Source: an optimization exercise on an open RTL-to-GDS flow (aim: few clock cycles). Production flows keep margins and buffers that such runs may drop.
In this exercise RTL edits were held to simulation tests only and were not proved equivalent to the original.
Power and IR drop assume default switching activity.

[design/flow/config.mk]
export PLATFORM = sky130hd
export DESIGN_NAME = KFSDRAM
export DESIGN_NICKNAME = KFSDRAM
export VERILOG_FILES = /design/flow/design.v
export SDC_FILE = /design/flow/constraint.sdc
export NUM_CORES = 4
export LEC_CHECK = 0
export CAP_MARGIN = 20
export CORE_MARGIN = 2
export CORE_UTILIZATION = 40
export SLEW_MARGIN = 20
[design/flow/run.sh]
#!/bin/bash
# synth_recipe.tcl (not shown) runs the flow's synth.tcl, then flattens the netlist and writes it again
# the make line also repeats each setting of config.mk as NAME=value (left out here)
make -C /OpenROAD-flow-scripts/flow DESIGN_CONFIG=/design/flow/config.mk WORK_HOME=/design/flow/orfs CLKGATE_MAP_FILE= SYNTH_SCRIPT=/design/flow/synth_recipe.tcl finish
[design/flow/design.v]
module KFSDRAM #(
    parameter sdram_col_width       = 10,
    parameter sdram_row_width       = 13,
    parameter sdram_bank_width      = 2,
    parameter sdram_data_width      = 16,
    parameter sdram_no_refresh      = 1'b0,
    parameter sdram_trc             = 16'd5-16'd1,
    parameter sdram_tras            = 16'd8-16'd1,
    parameter sdram_trp             = 16'd2-16'd1,
    parameter sdram_tmrd            = 16'd2-16'd1,
    parameter sdram_trcd            = 16'd6-16'd1,
    parameter sdram_tdpl            = 16'd2-16'd1,
    parameter cas_latency           = 3'b011,
    parameter sdram_init_wait       = 16'd10000,
    parameter sdram_refresh_cycle   = 16'd00750
) (
    input   logic                               sdram_clock,
    input   logic                               sdram_reset,
    input   logic   [sdram_col_width
                    + sdram_row_width
                    + sdram_bank_width-1:0]     address,
    input   logic   [sdram_col_width-1:0]       access_num,
    input   logic   [sdram_data_width-1:0]      data_in,
    output  logic   [sdram_data_width-1:0]      data_out,
    input   logic                               write_request,
    input   logic                               read_request,
    output  logic                               write_flag,
    output  logic                               read_flag,
    output  logic                               idle,
    output  logic   [sdram_row_width-1:0]       sdram_address,
    output  logic                               sdram_cke,
    output  logic                               sdram_cs,
    output  logic                               sdram_ras,
    output  logic                               sdram_cas,
    output  logic                               sdram_we,
    output  logic   [sdram_bank_width-1:0]      sdram_ba,
    input   logic   [sdram_data_width-1:0]      sdram_dq_in,
    output  logic   [sdram_data_width-1:0]      sdram_dq_out,
    output  logic                               sdram_dq_io
);
    localparam CW = sdram_col_width;
    localparam RW = sdram_row_width;
    localparam BW = sdram_bank_width;
    localparam NB = 1 << BW;
    localparam logic [2:0] C_NOP   = 3'b111;
    localparam logic [2:0] C_ACT   = 3'b011;
    localparam logic [2:0] C_READ  = 3'b101;
    localparam logic [2:0] C_WRITE = 3'b100;
    localparam logic [2:0] C_PRE   = 3'b010;
    localparam logic [2:0] C_REF   = 3'b001;
    localparam logic [2:0] C_MRS   = 3'b000;
    typedef enum logic [2:0] { I_WAIT, I_PALL, I_REF1, I_REF2, I_MRS, I_END, RUN } phase_t;
    phase_t                     phase;
    logic   [13:0]              init_counter;
    logic   [15:0]              refresh_counter;
    logic   [NB-1:0]            bank_open;
    logic   [RW-1:0]            bank_row [NB];
    logic   [2:0]               cnt_act [NB];
    logic   [NB-1:0]            pre_ok;      
    logic   [NB-1:0]            wr_ok;       
    logic                       act_any_ok;
    logic   [2:0]               cnt_ref;
    logic                       busy;
    logic                       tx_write;
    logic   [BW-1:0]            tx_bank;
    logic   [RW-1:0]            tx_row;
    logic   [CW-1:0]            tx_col;
    logic   [CW:0]              tx_rem;
    logic                       cmd_is_read;
    logic   [4:1]               rd_pipe;
    logic   [2:0]               cmd_n;
    logic   [RW-1:0]            addr_n;
    logic   [BW-1:0]            ba_n;
    logic                       wf_n;
    logic                       take;
    logic                       active;
    logic                       e_write;
    logic   [BW-1:0]            e_bank;
    logic   [RW-1:0]            e_row;
    logic   [CW-1:0]            e_col;
    logic   [CW:0]              e_rem;
    logic                       e_open;
    logic                       e_hit;
    logic   [2:0]               e_cnt_act;
    logic                       e_can_pre;
    logic                       e_can_act;
    logic                       any_open;
    logic                       all_can_pre;
    logic                       can_ref;
    logic                       refresh_due;
    assign  take        = (phase == RUN) && ~busy && (write_request || read_request);
    assign  active      = busy || take;
    assign  e_write     = busy ? tx_write : write_request;
    assign  e_bank      = busy ? tx_bank  : address[CW+RW+BW-1:CW+RW];
    assign  e_row       = busy ? tx_row   : address[CW+RW-1:CW];
    assign  e_col       = busy ? tx_col   : address[CW-1:0];
    assign  e_rem       = busy ? tx_rem   : {1'b0, access_num};
    assign  e_open      = bank_open[e_bank];
    assign  e_hit       = e_open && (bank_row[e_bank] == e_row);
    assign  e_cnt_act   = cnt_act[e_bank];
    assign  e_can_pre   = (e_cnt_act >= 3'd7) && wr_ok[e_bank];
    assign  e_can_act   = pre_ok[e_bank] && (e_cnt_act >= 3'd4) && act_any_ok && (cnt_ref >= 3'd4);
    always_comb begin
        any_open    = 1'b0;
        all_can_pre = 1'b1;
        can_ref     = (cnt_ref >= 3'd4);
        for (int b = 0; b < NB; b++) begin
            any_open = any_open | bank_open[b];
            if (bank_open[b] && !((cnt_act[b] >= 3'd7) && wr_ok[b]))
                all_can_pre = 1'b0;
            if (bank_open[b] || !pre_ok[b] || (cnt_act[b] < 3'd4))
                can_ref = 1'b0;
        end
    end
    assign  refresh_due = (~sdram_no_refresh) && (refresh_counter >= sdram_refresh_cycle);
    always_comb begin
        cmd_n   = C_NOP;
        addr_n  = 0;
        ba_n    = 0;
        wf_n    = 1'b0;
        case (phase)
            I_PALL: begin
                cmd_n       = C_PRE;
                addr_n[10]  = 1'b1;
            end
            I_REF1, I_REF2: begin
                if (can_ref)
                    cmd_n   = C_REF;
            end
            I_MRS: begin
                if (can_ref) begin
                    cmd_n   = C_MRS;
                    addr_n  = {{(RW-7){1'b0}}, cas_latency, 4'b0000};
                end
            end
            RUN: begin
                if (write_flag) begin
                    cmd_n   = C_WRITE;
                    addr_n  = {{(RW-CW){1'b0}}, tx_col};
                    ba_n    = tx_bank;
                end
                else if (active) begin
                    if (e_hit) begin
                        if (!e_write && (e_rem != 0) && (e_cnt_act >= 3'd5)) begin
                            cmd_n   = C_READ;
                            addr_n  = {{(RW-CW){1'b0}}, e_col};
                            ba_n    = e_bank;
                        end
                    end
                    else if (e_open) begin
                        if (e_can_pre) begin
                            cmd_n   = C_PRE;
                            ba_n    = e_bank;
                        end
                    end
                    else begin
                        if (e_can_act) begin
                            cmd_n   = C_ACT;
                            addr_n  = e_row;
                            ba_n    = e_bank;
                        end
                    end
                end
                else if (refresh_due) begin
                    if (any_open) begin
                        if (all_can_pre) begin
                            cmd_n       = C_PRE;
                            addr_n[10]  = 1'b1;
                        end
                    end
                    else if (can_ref) begin
                        cmd_n   = C_REF;
                    end
                end
                wf_n = active && e_write && e_hit && (e_cnt_act >= 3'd4)
                        && ((e_rem - {{CW{1'b0}}, write_flag}) != 0)
                        && !rd_pipe[1] && !rd_pipe[2];
            end
            default: ;
        endcase
    end
    always_ff @(posedge sdram_clock, posedge sdram_reset) begin
        if (sdram_reset) begin
            phase           <= I_WAIT;
            init_counter    <= 0;
        end
        else begin
            case (phase)
                I_WAIT: begin
                    init_counter <= init_counter + 14'd1;
                    if (init_counter == sdram_init_wait + 16'd8)
                        phase <= I_PALL;
                end
                I_PALL:  phase <= I_REF1;
                I_REF1:  if (cmd_n == C_REF) phase <= I_REF2;
                I_REF2:  if (cmd_n == C_REF) phase <= I_MRS;
                I_MRS:   if (cmd_n == C_MRS) phase <= I_END;
                I_END:   phase <= RUN;
                default: phase <= RUN;
            endcase
        end
    end
    always_ff @(posedge sdram_clock, posedge sdram_reset) begin
        if (sdram_reset)
            refresh_counter <= 0;
        else if (write_request || read_request || (cmd_n == C_REF))
            refresh_counter <= 0;
        else if (refresh_counter < sdram_refresh_cycle)
            refresh_counter <= refresh_counter + 16'h01;
    end
    always_ff @(posedge sdram_clock, posedge sdram_reset) begin
        if (sdram_reset) begin
            bank_open   <= 0;
            pre_ok      <= {NB{1'b1}};
            wr_ok       <= {NB{1'b1}};
            act_any_ok  <= 1'b1;
            cnt_ref     <= 3'd7;
            for (int b = 0; b < NB; b++) begin
                cnt_act[b]  <= 3'd7;
                bank_row[b] <= 0;
            end
        end
        else begin
            act_any_ok  <= (cmd_n != C_ACT);
            cnt_ref     <= (cmd_n == C_REF) ? 3'd0 : ((cnt_ref == 3'd7) ? 3'd7 : cnt_ref + 3'd1);
            for (int b = 0; b < NB; b++) begin
                if ((cmd_n == C_ACT) && (ba_n == b)) begin
                    bank_open[b]    <= 1'b1;
                    bank_row[b]     <= addr_n;
                    cnt_act[b]      <= 3'd0;
                end
                else if (cnt_act[b] != 3'd7)
                    cnt_act[b]      <= cnt_act[b] + 3'd1;
                if ((cmd_n == C_PRE) && (addr_n[10] || (ba_n == b))) begin
                    bank_open[b]    <= 1'b0;
                    pre_ok[b]       <= 1'b0;
                end
                else
                    pre_ok[b]       <= 1'b1;
                wr_ok[b] <= !((cmd_n == C_WRITE) && (ba_n == b));
            end
        end
    end
    always_ff @(posedge sdram_clock, posedge sdram_reset) begin
        if (sdram_reset) begin
            busy        <= 1'b0;
            tx_write    <= 1'b0;
            tx_bank     <= 0;
            tx_row      <= 0;
            tx_col      <= 0;
            tx_rem      <= 0;
        end
        else if (take) begin
            busy        <= 1'b1;
            tx_write    <= write_request;
            tx_bank     <= e_bank;
            tx_row      <= e_row;
            tx_col      <= (cmd_n == C_READ) ? e_col + 1'b1 : e_col;
            tx_rem      <= (cmd_n == C_READ) ? e_rem - 1'b1 : e_rem;
        end
        else if (busy) begin
            if (tx_write) begin
                if (write_flag) begin
                    tx_col  <= tx_col + 1'b1;
                    tx_rem  <= tx_rem - 1'b1;
                    if (tx_rem == 1)
                        busy <= 1'b0;
                end
            end
            else begin
                if (cmd_n == C_READ) begin
                    tx_col  <= tx_col + 1'b1;
                    tx_rem  <= tx_rem - 1'b1;
                end
                if ((tx_rem == 0) && !cmd_is_read && !rd_pipe[1] && !rd_pipe[2] && rd_pipe[3])
                    busy <= 1'b0;
            end
        end
    end
    always_ff @(posedge sdram_clock, posedge sdram_reset) begin
        if (sdram_reset) begin
            sdram_address   <= 0;
            sdram_cke       <= 1'b0;
            sdram_cs        <= 1'b1;
            sdram_ras       <= 1'b1;
            sdram_cas       <= 1'b1;
            sdram_we        <= 1'b1;
            sdram_ba        <= 0;
            sdram_dq_out    <= 0;
            sdram_dq_io     <= 1'b1;
            cmd_is_read     <= 1'b0;
            rd_pipe         <= 0;
            write_flag      <= 1'b0;
            read_flag       <= 1'b0;
            data_out        <= 0;
        end
        else begin
            sdram_address   <= addr_n;
            sdram_cke       <= 1'b1;
            sdram_cs        <= 1'b0;
            {sdram_ras, sdram_cas, sdram_we} <= cmd_n;
            sdram_ba        <= ba_n;
            sdram_dq_out    <= data_in;
            sdram_dq_io     <= (cmd_n != C_WRITE);
            cmd_is_read     <= (cmd_n == C_READ);
            rd_pipe         <= {rd_pipe[3:1], cmd_is_read};
            write_flag      <= wf_n;
            read_flag       <= rd_pipe[3];
            data_out        <= sdram_dq_in;
        end
    end
    assign  idle = (phase == RUN) && ~busy;
endmodule
[design/flow/constraint.sdc]
create_clock -name core_clock -period 10.0 [get_ports {sdram_clock}]
set_input_delay 2.0000 -clock core_clock [delete_from_list [all_inputs] [get_ports {sdram_clock}]]
set_output_delay 2.0000 -clock core_clock [all_outputs]
set_load 0.01 [all_outputs]
==> results of run 1 <==
## cells in the final DEF, fill, tap and decap left out, types with 25 or more instances in the layout
cell type / instances
dfrtp_1: 180
nand2_1: 129
clkdlybuf4s50_1: 126
nor2_1: 67
o21ai_0: 60
mux2i_1: 60
inv_1: 52
o21ai_1: 37
xnor2_1: 36
dfstp_2: 29
nand4_1: 26
xor2_1: 26
clkbuf_16: 25
## metrics by stage
step / power [mW] / cells / util [%] / worst slack [ns]
floorplan: 0.962 / 1046 / - / 2.31
global placement: 1.03 / 1468 / 46.6 / 2.90
detailed placement: 1.03 / 1468 / 46.6 / 2.73
CTS: 1.90 / 1513 / 49.6 / 3.26
global route: 1.95 / 1513 / 49.6 / 2.83
finish: 1.87 / 1513 / 49.6 / 3.28
## power by group through the flow
stage | Clock, mW | Sequential [mW] | Combinational (mW)
detailed placement | 0 | 0.894 | 0.134
global placement | 0 | 0.893 | 0.134
finish | 0.858 | 0.879 | 0.133
global route | 0.920 | 0.881 | 0.146
CTS | 0.884 | 0.879 | 0.135
floorplan | 0 | 0.893 | 0.0689
## area by class of cell
class / instances / area share (%)
clock buffers: 37 / 5.62
clock inverters: 8 / 0.395
inverters: 54 / 1.62
multi-input cells: 737 / 38.4
flip-flops and latches: 210 / 40.7
well taps: 335 / 3.22
repair buffers: 132 / 10.0
## logic make-up after synthesis
kind of cell               after synthesis  share of synthesized area [%]
muxes                                   75                           7.88
other                                    2                         0.0699
adders and majority gates               20                           2.33
DFF                                    210                           49.2
xor gates and xnor gates                63                           5.20
buffers and inverters                   99                           4.44
AOI/OAI and AO/OA                      239                           15.0
and+or+nand+nor                        338                           15.9
## worst max-delay path: stages
cell and delay, ns:
clkdlybuf4s50_1 0.63, mux2i_4 0.86, mux4_2 0.67, nor2_1 0.11
nand4_1 0.51, a31o_1 0.46, o31ai_4 0.11, and3b_1 0.80
o2111ai_4 0.61, nand2_1 0.24, o21ai_2 0.07
## worst max-delay path by stage
stage / start / end / slack, ns / depth (start not counted)
6_report: address[23] / bank_row[3][2] / 3.28 / 11
5_1_grt: address[23] / bank_row[3][4] / 2.83 / 11
4_1_cts: address[23] / bank_row[3][2] / 3.26 / 11
3_5_place_dp: address[23] / bank_row[3][2] / 2.73 / 11
3_3_place_gp: address[23] / bank_row[3][4] / 2.90 / 11
2_1_floorplan: sdram_reset / bank_open[0] / 2.31 / 1
## sequential cells by signal, indices dropped and copies added (netlist names), 2 cells and up
register	cells
phase	3
bank_open	4
data_out	16
tx_rem	11
tx_bank	2
rd_pipe	3
init_counter	14
sdram_dq_out	16
tx_col	10
tx_row	13
cnt_act	12
wr_ok	4
refresh_counter	16
sdram_address	13
sdram_ba	2
cnt_ref	3
pre_ok	4
bank_row	52
## per-layer routing
metal	up-vias	global-route usage [%]	part of all wire [%]
met2	232	31.8	47
met1	4025	26.5	45
li1	3959	-	-
met5	-	0	0
met4	0	6.84	3.4
met3	61	3.01	5.2
==> flow_summary.yaml, run 1 <==
grt:
  grt_max_degree: 112
  grt-ovfl-total: 0
  grt_pass1_vias: 8210
  antenna_found_initial: 0
  grtUsageTotal_pct: 19.5
  grt_pass1_wl_mm: 44.2
detailed_routing:
  drt_pre_antenna_iters: 5
  viasPerCell: 5.47
  drt-wirelength-per-cell_um: 17.9
  drtAntennaViolNets: 0
  drt_iter0_markers: 521
  finalWirelength_mm: 27.1
  via_count: 8277
  drc_errors: 0
final_layout:
  seqCellArea_um2: 5290
  area_growth_pct: 21.0
  fillers: 2418
  drive_gt1_share_pct: 10.9
  nets: 1251
  stdcell_area_um2: 13000
  n_antenna_cell: 0
  multi_input_area_um2: 4990
synthesis:
  avgSynthCellArea_um2: 10.3
  syn_inst: 1046
  yosysTopAreaCellShare_pct: 42.2
  synthesis.area_um2: 10700
  synth_edf_count: 0
  synth_seq_cells: 210
  synthArstFlopShare_pct: 100
  yosysTopAreaCell: "dfrtp_1"
  synth.top_cells.by_area: "dfrtp_1 (42%), dfstp_2 (7.1%), mux2i_1 (5.6%)"
  synth.most_common_cell: "dfrtp_1"
  yosysSeqAreaShare_pct: 49.2
  synth_cell_type_count: 86
  yosysWarnings: 3
  synthTopCellsByCount: "dfrtp_1 (181), nand2_1 (129), nor2_1 (68), mux2i_1 (60), o21ai_0 (60)"
  synth_flop_cell: "dfrtp_1"
floorplanning:
  die_area_um2: 28200
  core_area_um2: 26200
  die_x_um: 168
  fp.dieH_um: 168
  initial_core_util_pct: 41.0
  rows: 59
  pin_count: 127
setup_path:
  r2r-start: "busy"
  crit_type: "in2reg"
  cp.arrival_ns: 7.10
  rr_worst_depth: 10
  worst_setup_path_start_kind: "primary input"
  reg2reg_to: "bank_row[3][2]"
  critPathRequiredTime_ns: 10.37
  worstPathMaxFanout: 27
  crit_path_end_kind: "register"
  r2r_slack_ns: 4.69
timing:
  fin_setup_tns_ns: 0
  relSlewSlack_pct: 34.8
  final.min_clock_period_ns: 6.72
  fin_crit_sh_pct: 67.2
  setup_violations: 0
  fin_worst_skew_ns: 0.0112
  worst_pin_slew_ns: 0.957
  hold_viol: 0
  fmax_ghz: 0.149
  maxSlewViolCount: 0
  rsz0062_at_grt: "no"
  hold_ws_ns: 0.378
pwr:
  sw_frac_of_total_pct: 23.4
  clkPwrFrac_pct: 45.9
  switching_power_uw: 437
  internal-power_mw: 1.43
  peakVddDrop_mv: 0.135
  combPwrFrac_pct: 7.1
  p_leak_nw: 5.67
  powerDensity_nw_per_um2: 144
  seq_power_share_pct: 47.0
place:
  place_area_um2: 12200
  numPortBuffers: 126
  gp_congestion: 0.848
  hpwl_mm: 19.3
clocking:
  cts_tree: "built"
  clk_latency_ns: 0.52
  clk_pin_slew_ns: 0.06
  htree_levels: 1
  cts_resized: 0
  cts_buffers: 25
  root_buffer: "clkbuf_16"
  cts_sinks: 210
  clk_path_buf_depth: 3
  postCtsSetupBuffers: 0
  cts_hold_buf: 0
status:
  outcome: "no timing/DRC/antenna violations"
flow_run:
  maxCapViolations: 0
min_path:
  hold-path-endpoint: "rd_pipe[1]"
  min-delay-start: "rd_pipe[0]"
  hold_class: "reg2reg"
  hold_depth: 0
Testbench counts, summed over its fixed seeds: cycles 41,004.
==> run 2, diff against run 1 <==
--- a/design/flow/design.v
+++ b/design/flow/design.v
@@ -42,5 +42,12 @@
     localparam RW = sdram_row_width;
     localparam BW = sdram_bank_width;
+    localparam DW = sdram_data_width;
     localparam NB = 1 << BW;
+    localparam LB = 3;                   
+    localparam LS = 1 << LB;
+    localparam NLB = 4;                  
+    localparam NL = 1 << NLB;
+    localparam TW = BW + RW + CW - LB;   
+    localparam MAXC = 2 * LS;            
     localparam logic [2:0] C_NOP   = 3'b111;
     localparam logic [2:0] C_ACT   = 3'b011;
@@ -63,14 +70,26 @@
     logic                       busy;
     logic                       tx_write;
+    logic                       tx_cached;
     logic   [BW-1:0]            tx_bank;
     logic   [RW-1:0]            tx_row;
     logic   [CW-1:0]            tx_col;
     logic   [CW:0]              tx_rem;
+    logic                       tx_setup;    
+    logic   [5:0]               tx_hold;     
+    logic   [CW-1:0]            cx_col;      
+    logic   [6:0]               cx_rem;      
     logic                       cmd_is_read;
+    logic   [CW-1:0]            cmd_col;
     logic   [4:1]               rd_pipe;
+    logic   [CW-1:0]            rd_col [1:3];
     logic   [2:0]               cmd_n;
     logic   [RW-1:0]            addr_n;
     logic   [BW-1:0]            ba_n;
     logic                       wf_n;
+    logic   [NL-1:0]            ln_valid;
+    logic   [TW-1:0]            ln_tag [NL];
+    logic   [LS-1:0]            ln_wv [NL];
+    logic   [NLB-1:0]           ln_age [NL];
+    logic   [LS*DW-1:0]         ln_data [NL];
     logic                       take;
     logic                       active;
@@ -89,6 +108,13 @@
     logic                       can_ref;
     logic                       refresh_due;
+    logic                       covered;
+    logic                       c_take;
+    logic                       p_take;
+    logic                       q_w0;
+    logic   [6:0]               s_j;
+    logic   [LS*3-1:0]          s_wv;
+    logic                       c_out;
+    logic   [DW-1:0]            c_word;
     assign  take        = (phase == RUN) && ~busy && (write_request || read_request);
-    assign  active      = busy || take;
     assign  e_write     = busy ? tx_write : write_request;
     assign  e_bank      = busy ? tx_bank  : address[CW+RW+BW-1:CW+RW];
@@ -96,4 +122,9 @@
     assign  e_col       = busy ? tx_col   : address[CW-1:0];
     assign  e_rem       = busy ? tx_rem   : {1'b0, access_num};
+    assign  c_take      = take && !write_request && covered;
+    assign  p_take      = take && !write_request && !covered && q_w0;
+    assign  c_out       = c_take || p_take || (busy && (cx_rem != 0))
+                          || (busy && tx_setup && (s_j > 7'd1));
+    assign  active      = (busy && !tx_cached) || (take && !c_take);
     assign  e_open      = bank_open[e_bank];
     assign  e_hit       = e_open && (bank_row[e_bank] == e_row);
@@ -114,4 +145,138 @@
     end
     assign  refresh_due = (~sdram_no_refresh) && (refresh_counter >= sdram_refresh_cycle);
+    logic   [TW-1:0]            q_tag [3];
+    logic   [LS-1:0]            q_wv [3];
+    logic   [3*LS-1:0]          q_mask;
+    logic   [2*LS:0]            q_ones;
+    always_comb begin
+        for (int j = 0; j < 3; j++) begin
+            q_tag[j] = {address[CW+RW+BW-1:CW], address[CW-1:LB] + (CW-LB)'(j)};
+            q_wv[j]  = 0;
+            for (int i = 0; i < NL; i++)
+                if (ln_valid[i] && (ln_tag[i] == q_tag[j]))
+                    q_wv[j] = q_wv[j] | ln_wv[i];
+        end
+        q_ones  = ({{(2*LS){1'b0}}, 1'b1} << access_num[LB+1:0]) - 1'b1;
+        if (access_num == MAXC)
+            q_ones = {1'b0, {(2*LS){1'b1}}};
+        q_mask  = {{LS{1'b0}}, q_ones[2*LS-1:0]} << address[LB-1:0];
+        q_w0    = q_wv[0][address[LB-1:0]];
+        covered = (access_num <= MAXC)
+                  && ((q_mask[LS-1:0]      & ~q_wv[0]) == 0)
+                  && ((q_mask[2*LS-1:LS]   & ~q_wv[1]) == 0)
+                  && ((q_mask[3*LS-1:2*LS] & ~q_wv[2]) == 0);
+    end
+    logic   [TW-1:0]            r_tag;
+    logic   [CW-1:0]            r_col;
+    logic   [NL-1:0]            r_hit;
+    always_comb begin
+        r_col   = busy ? cx_col : address[CW-1:0];
+        r_tag   = {e_bank, e_row, r_col[CW-1:LB]};
+        c_word  = 0;
+        for (int i = 0; i < NL; i++) begin
+            r_hit[i] = ln_valid[i] && (ln_tag[i] == r_tag);
+            if (r_hit[i])
+                c_word = c_word | ln_data[i][r_col[LB-1:0]*DW +: DW];
+        end
+    end
+    logic   [TW-1:0]            s_tag;
+    logic   [LS-1:0]            s_line;
+    logic   [2*LS-1:0]          s_win;
+    always_comb begin
+        s_wv = 0;
+        for (int j = 0; j < 3; j++) begin
+            s_tag  = {tx_bank, tx_row, tx_col[CW-1:LB] + (CW-LB)'(j)};
+            s_line = 0;
+            for (int i = 0; i < NL; i++)
+                if (ln_valid[i] && (ln_tag[i] == s_tag))
+                    s_line = s_line | ln_wv[i];
+            s_wv[j*LS +: LS] = s_line;
+        end
+        s_win = (2*LS)'(s_wv >> tx_col[LB-1:0]);
+        s_j   = 7'(2*LS);
+        for (int k = 2*LS-1; k >= 0; k--)
+            if (!s_win[k])
+                s_j = 7'(k);
+        if (tx_rem < {{(CW-6){1'b0}}, s_j})
+            s_j = tx_rem[6:0];
+    end
+    logic                       u_en;
+    logic                       u_data_en;
+    logic   [TW-1:0]            u_tag;
+    logic   [LB-1:0]            u_word;
+    logic   [DW-1:0]            u_data;
+    logic   [NL-1:0]            u_hit;
+    logic   [NL-1:0]            u_line;
+    always_comb begin
+        u_en        = 1'b0;
+        u_data_en   = 1'b0;
+        u_tag       = r_tag;
+        u_word      = r_col[LB-1:0];
+        u_data      = data_in;
+        if (busy && tx_write && write_flag) begin
+            u_en        = 1'b1;
+            u_data_en   = 1'b1;
+            u_tag       = {tx_bank, tx_row, tx_col[CW-1:LB]};
+            u_word      = tx_col[LB-1:0];
+            u_data      = data_in;
+        end
+        else if (busy && !tx_write && !tx_cached && rd_pipe[3]) begin
+            u_en        = 1'b1;
+            u_data_en   = 1'b1;
+            u_tag       = {tx_bank, tx_row, rd_col[3][CW-1:LB]};
+            u_word      = rd_col[3][LB-1:0];
+            u_data      = sdram_dq_in;
+        end
+        else if (c_out) begin
+            u_en        = 1'b1;
+        end
+        for (int i = 0; i < NL; i++)
+            u_hit[i] = ln_valid[i] && (ln_tag[i] == u_tag);
+        for (int i = 0; i < NL; i++)
+            u_line[i] = (|u_hit) ? u_hit[i] : (ln_age[i] == {NLB{1'b1}});
+    end
+    logic   [NLB-1:0]           u_age;
+    always_comb begin
+        u_age = 0;
+        for (int i = 0; i < NL; i++)
+            if (u_line[i])
+                u_age = u_age | ln_age[i];
+    end
+    always_ff @(posedge sdram_clock, posedge sdram_reset) begin
+        if (sdram_reset) begin
+            for (int i = 0; i < NL; i++) begin
+                ln_valid[i] <= 1'b0;
+                ln_tag[i]   <= 0;
+                ln_wv[i]    <= 0;
+                ln_age[i]   <= NLB'(i);
+            end
+        end
+        else if (u_en) begin
+            for (int i = 0; i < NL; i++) begin
+                if (u_line[i]) begin
+                    ln_age[i]   <= 0;
+                    if (u_data_en) begin
+                        ln_valid[i] <= 1'b1;
+                        ln_tag[i]   <= u_tag;
+                        if (|u_hit)
+                            ln_wv[i][u_word] <= 1'b1;
+                        else
+                            ln_wv[i] <= LS'(1) << u_word;
+                    end
+                end
+            end
+            for (int i = 0; i < NL; i++) begin
+                if (!u_line[i] && (ln_age[i] < u_age))
+                    ln_age[i] <= ln_age[i] + 1'b1;
+            end
+        end
+    end
+    always_ff @(posedge sdram_clock) begin
+        if (u_en && u_data_en) begin
+            for (int i = 0; i < NL; i++)
+                if (u_line[i])
+                    ln_data[i][u_word*DW +: DW] <= u_data;
+        end
+    end
     always_comb begin
         cmd_n   = C_NOP;
@@ -142,5 +307,6 @@
                 else if (active) begin
                     if (e_hit) begin
-                        if (!e_write && (e_rem != 0) && (e_cnt_act >= 3'd5)) begin
+                        if (!e_write && (e_rem != 0) && (e_cnt_act >= 3'd5)
+                                && !p_take && !(busy && (tx_setup || (tx_hold != 0)))) begin
                             cmd_n   = C_READ;
                             addr_n  = {{(RW-CW){1'b0}}, e_col};
@@ -162,5 +328,5 @@
                     end
                 end
-                else if (refresh_due) begin
+                else if (!take && refresh_due) begin
                     if (any_open) begin
                         if (all_can_pre) begin
@@ -246,19 +412,48 @@
             busy        <= 1'b0;
             tx_write    <= 1'b0;
+            tx_cached   <= 1'b0;
             tx_bank     <= 0;
             tx_row      <= 0;
             tx_col      <= 0;
             tx_rem      <= 0;
+            tx_setup    <= 1'b0;
+            tx_hold     <= 0;
+            cx_col      <= 0;
+            cx_rem      <= 0;
         end
         else if (take) begin
-            busy        <= 1'b1;
+            busy        <= !c_take || (access_num != 1);
             tx_write    <= write_request;
+            tx_cached   <= c_take;
+            tx_setup    <= p_take;
+            tx_hold     <= 0;
             tx_bank     <= e_bank;
             tx_row      <= e_row;
             tx_col      <= (cmd_n == C_READ) ? e_col + 1'b1 : e_col;
             tx_rem      <= (cmd_n == C_READ) ? e_rem - 1'b1 : e_rem;
+            cx_col      <= e_col + 1'b1;
+            cx_rem      <= c_take ? 7'(access_num - 1'b1) : 7'd0;
         end
         else if (busy) begin
-            if (tx_write) begin
+            if (tx_setup) begin
+                tx_setup    <= 1'b0;
+                tx_col      <= tx_col + CW'(s_j);
+                tx_rem      <= tx_rem - (CW+1)'(s_j);
+                tx_hold     <= (s_j > 7'd6) ? 6'(s_j - 7'd6) : 6'd0;
+                cx_col      <= cx_col + 1'b1;
+                cx_rem      <= (s_j > 7'd2) ? s_j - 7'd2 : 7'd0;
+                if ((s_j > 7'd1) && (s_j == tx_rem[6:0]) && (tx_rem[CW:7] == 0)) begin
+                    tx_cached   <= 1'b1;
+                    if (s_j == 7'd2)
+                        busy    <= 1'b0;
+                end
+            end
+            else if (tx_cached) begin
+                cx_col  <= cx_col + 1'b1;
+                cx_rem  <= cx_rem - 1'b1;
+                if (cx_rem == 1)
+                    busy <= 1'b0;
+            end
+            else if (tx_write) begin
                 if (write_flag) begin
                     tx_col  <= tx_col + 1'b1;
@@ -269,4 +464,10 @@
             end
             else begin
+                if (tx_hold != 0)
+                    tx_hold <= tx_hold - 1'b1;
+                if (cx_rem != 0) begin
+                    cx_col  <= cx_col + 1'b1;
+                    cx_rem  <= cx_rem - 1'b1;
+                end
                 if (cmd_n == C_READ) begin
                     tx_col  <= tx_col + 1'b1;
@@ -290,5 +491,9 @@
             sdram_dq_io     <= 1'b1;
             cmd_is_read     <= 1'b0;
+            cmd_col         <= 0;
             rd_pipe         <= 0;
+            rd_col[1]       <= 0;
+            rd_col[2]       <= 0;
+            rd_col[3]       <= 0;
             write_flag      <= 1'b0;
             read_flag       <= 1'b0;
@@ -304,8 +509,12 @@
             sdram_dq_io     <= (cmd_n != C_WRITE);
             cmd_is_read     <= (cmd_n == C_READ);
+            cmd_col         <= addr_n[CW-1:0];
             rd_pipe         <= {rd_pipe[3:1], cmd_is_read};
+            rd_col[1]       <= cmd_col;
+            rd_col[2]       <= rd_col[1];
+            rd_col[3]       <= rd_col[2];
             write_flag      <= wf_n;
-            read_flag       <= rd_pipe[3];
-            data_out        <= sdram_dq_in;
+            read_flag       <= rd_pipe[3] || c_out;
+            data_out        <= c_out ? c_word : sdram_dq_in;
         end
     end
--- a/design/flow/config.mk
+++ b/design/flow/config.mk
@@ -8,4 +8,5 @@
 export CAP_MARGIN = 20
 export CORE_MARGIN = 2
-export CORE_UTILIZATION = 40
+export CORE_UTILIZATION = 30
+export PLACE_DENSITY = 0.4
 export SLEW_MARGIN = 20
==> flow_summary.yaml, run 2 <==
status:
  outcome: "no timing/DRC/antenna violations"
final_layout:
  fillers: 56900
  top_regs: "ln_data: 2048 flops, ln_tag: 352 flops, ln_wv: 128 flops"
  drive_gt1_share_pct: 11.7
  mostFrequentLayoutCells: "nand2_1 (4304), edfxtp_1 (2048), a21o_1 (1567), buf_4 (946), xnor2_1 (803)"
  regMostFlops: "ln_data"
  stdcell_count: 25200
  final_common_cell: "nand2_1"
  post-route-util_pct: 35.0
  nets: 17700
  area_growth_pct: 16.2
  stdcell_area_um2: 193000
  largest_reg_flops: 2048
clocking:
  cts_resized: 0
  cts_buffers: 366
  root_buffer: "clkbuf_16"
  cts_sinks: 2873
  clk_latency_ns: 1.03
  clk_path_buf_depth: 4
  htree_levels: 5
  cts_hold_buf: 0
  cts_tree: "built"
  postCtsSetupBuffers: 0
  clk_pin_slew_ns: 0.06
detailed_routing:
  drtAntennaViolNets: 0
  drc_errors: 0
  drt-wirelength-per-cell_um: 36.5
  viasPerCell: 5.84
  via_count: 147000
  drt_pre_antenna_iters: 7
  finalWirelength_mm: 918
  drt_iter0_markers: 17300
setup_path:
  cp.arrival_ns: 10.40
  slowest_delay_ns: 0.94
  worstPathMaxFanout: 45
  crit_slowest_cell: "nor4b_1"
  crit_family: "simple AND/OR/NAND/NOR gates"
  worst-path-buf-inv: 6
  worst_setup_path_start_kind: "register"
  crit_path_end_kind: "register"
  critPathRequiredTime_ns: 10.87
  crit_type: "reg2reg"
pwr:
  combPwrFrac_pct: 43.4
  switching_power_mw: 20.8
  seq_power_share_pct: 29.3
  powerDensity_nw_per_um2: 254
  sw_frac_of_total_pct: 42.3
  peakVddDrop_mv: 0.318
  internal-power_mw: 28.4
  clkPwrFrac_pct: 27.3
  p_leak_nw: 80.4
timing:
  fin_worst_skew_ns: 0.0801
  rsz0062_at_grt: "no"
  final.min_clock_period_ns: 9.53
  setup_violations: 0
  fin_crit_sh_pct: 95.3
  fmax_ghz: 0.105
  worst_pin_slew_ns: 1.37
  hold_viol: 0
  setup_ws_ns: 0.472
  maxSlewViolCount: 0
  relSlewSlack_pct: 8.18
synthesis:
  synthTopCellsByCount: "nand2_1 (4311), edfxtp_1 (2048), a21o_1 (1568), clkbuf_1 (1082), xnor2_1 (807)"
  yosysWarnings: 10
  avgSynthCellArea_um2: 9.59
  syn_inst: 17400
  synth_edf_count: 2048
  synthArstFlopShare_pct: 28.7
  synth_seq_cells: 2873
  synth.top_cells.by_area: "edfxtp_1 (37%), dfrtp_1 (11%), nand2_1 (9.7%)"
  yosysTopAreaCell: "edfxtp_1"
  synth_cell_type_count: 127
  yosysTopAreaCellShare_pct: 37.0
  synthesis.area_um2: 166000
  yosysSeqAreaShare_pct: 49.4
  synth.most_common_cell: "nand2_1"
  synth_flop_cell: "edfxtp_1"
place:
  pre_cts_ws_ns: 0.250
  place_area_um2: 181000
  dp.cells: 24400
  hpwl_mm: 627
  numPortBuffers: 126
  gp_congestion: 1.06
floorplanning:
  rows: 273
  die_x_um: 749
  pin_count: 127
  die_area_um2: 561000
  initial_core_util_pct: 30.1
  fp.dieH_um: 749
  core_area_um2: 553000
grt:
  grt-ovfl-total: 0
  grt_pass1_vias: 137000
  grtUsageTotal_pct: 31.6
  antenna_found_initial: 94
  grt_max_degree: 140
  grt_pass1_wl_mm: 1240
flow_run:
  maxCapViolations: 0
min_path:
  hold_class: "reg2reg"
==> run 2: power by group through the flow <==
stage                     Sequential, mW  Clock (mW)  Combinational (mW)
after floorplan                     14.4           0                12.9
after detailed placement            14.6           0                21.4
final                               14.4        13.4                21.3
after global routing                14.4        14.1                22.9
after CTS                           14.4        13.7                21.4
after global placement              14.6           0                21.3
==> run 2: metrics by stage <==
stage | hold WS [ns] | setup TNS [ns] | total power, mW
2_1_floorplan | 0.331 | -2510.32 | 27.3
3_3_place_gp | 0.332 | 0 | 35.9
3_5_place_dp | 0.335 | 0 | 36.0
4_1_cts | 0.347 | 0 | 49.5
5_1_grt | 0.352 | 0 | 51.5
6_report | 0.347 | 0 | 49.1
==> run 2: cell families (layout without fill, tap and decap cells) <==
| logic type | after synthesis | in the layout | share of synthesized area, % |
|---|---|---|---|
| compound gates | 3673 | 3673 | 16.0 |
| xor+xnor | 1479 | 1479 | 7.98 |
| fa+ha+maj | 130 | 130 | 0.986 |
| buf+inv | 1602 | 2039 | 3.96 |
| flops | 2873 | 2873 | 49.4 |
| mux | 179 | 179 | 1.35 |
| other cells | 2 | 99 | 0.00451 |
| simple gates | 7423 | 7423 | 20.3 |
==> run 2: metal layers <==
metal  track usage (%)  vias to the layer above  wire [um]  part of all wire [%]
met5                 0                        -        138                 0.015
met4              15.8                       22      54700                   6.0
met3              6.39                     1679      72300                   7.9
met2              46.5                     6723     388000                    42
met1              44.0                    75800     403000                    44
li1                  -                    62800          -                     -
==> run 2: cell type report <==
class	instances	area (um2)	share of cell area, %
inverter	166	747	0.386
clock buffer	519	10300	5.31
multi-input combinational	12900	78500	40.6
timing repair buffer	1202	10800	5.59
clock inverter	152	1480	0.767
sequential	2873	82300	42.5
tap	7287	9120	4.71
antenna	95	238	0.123
==> run 2: worst paths after layout <==
kind,startpoint,endpoint,slack (ns),cells past startpoint
max,tx_row[9],ln_age[10][2],0.47,31
min,rd_col[1][1],rd_col[2][1],0.35,0
max reg2reg,tx_row[9],ln_age[10][2],0.47,31
min reg2reg,rd_col[1][1],rd_col[2][1],0.35,0
max in group asynchronous,sdram_reset,busy,6.59,4
min in group asynchronous,sdram_reset,ln_tag[6][19],1.67,3
Testbench counts of run 2, summed over its fixed seeds: cycles 39,372.

[port drivers added, routing unchanged]
No port has a modelled driver above. Below, the same layouts with a new extraction and two added sets of constraints.
Step 1 (the two cells are an assumption about what drives the block):
set clk [get_ports {sdram_clock}]
set_driving_cell -lib_cell sky130_fd_sc_hd__clkbuf_16 $clk
set_driving_cell -lib_cell sky130_fd_sc_hd__buf_2 [delete_from_list [all_inputs] $clk]
Step 2 times the ports against the registers' clock, not the clock port: input delays grow and output delays shrink by t, the midpoint of the rising clock arrivals with the driver on.
Slacks: ideal / step 1 / step 2; pairs: ideal / step 1.
| run | t, ns | setup slack, ns | clock arrival spread, ns |
|---|---|---|---|
| run 1 | 0.566 | 3.278 / 3.301 / 2.736 | 0.011 / 0.011 |
| run 2 | 1.132 | 0.472 / 0.472 / -0.065 | 0.085 / 0.086 |
Met with ideal ports but missed after step 2: setup timing in run 2. The setup slack of run 1, which loses most, moves by +0.023 ns with the drivers and by -0.542 ns with both steps.
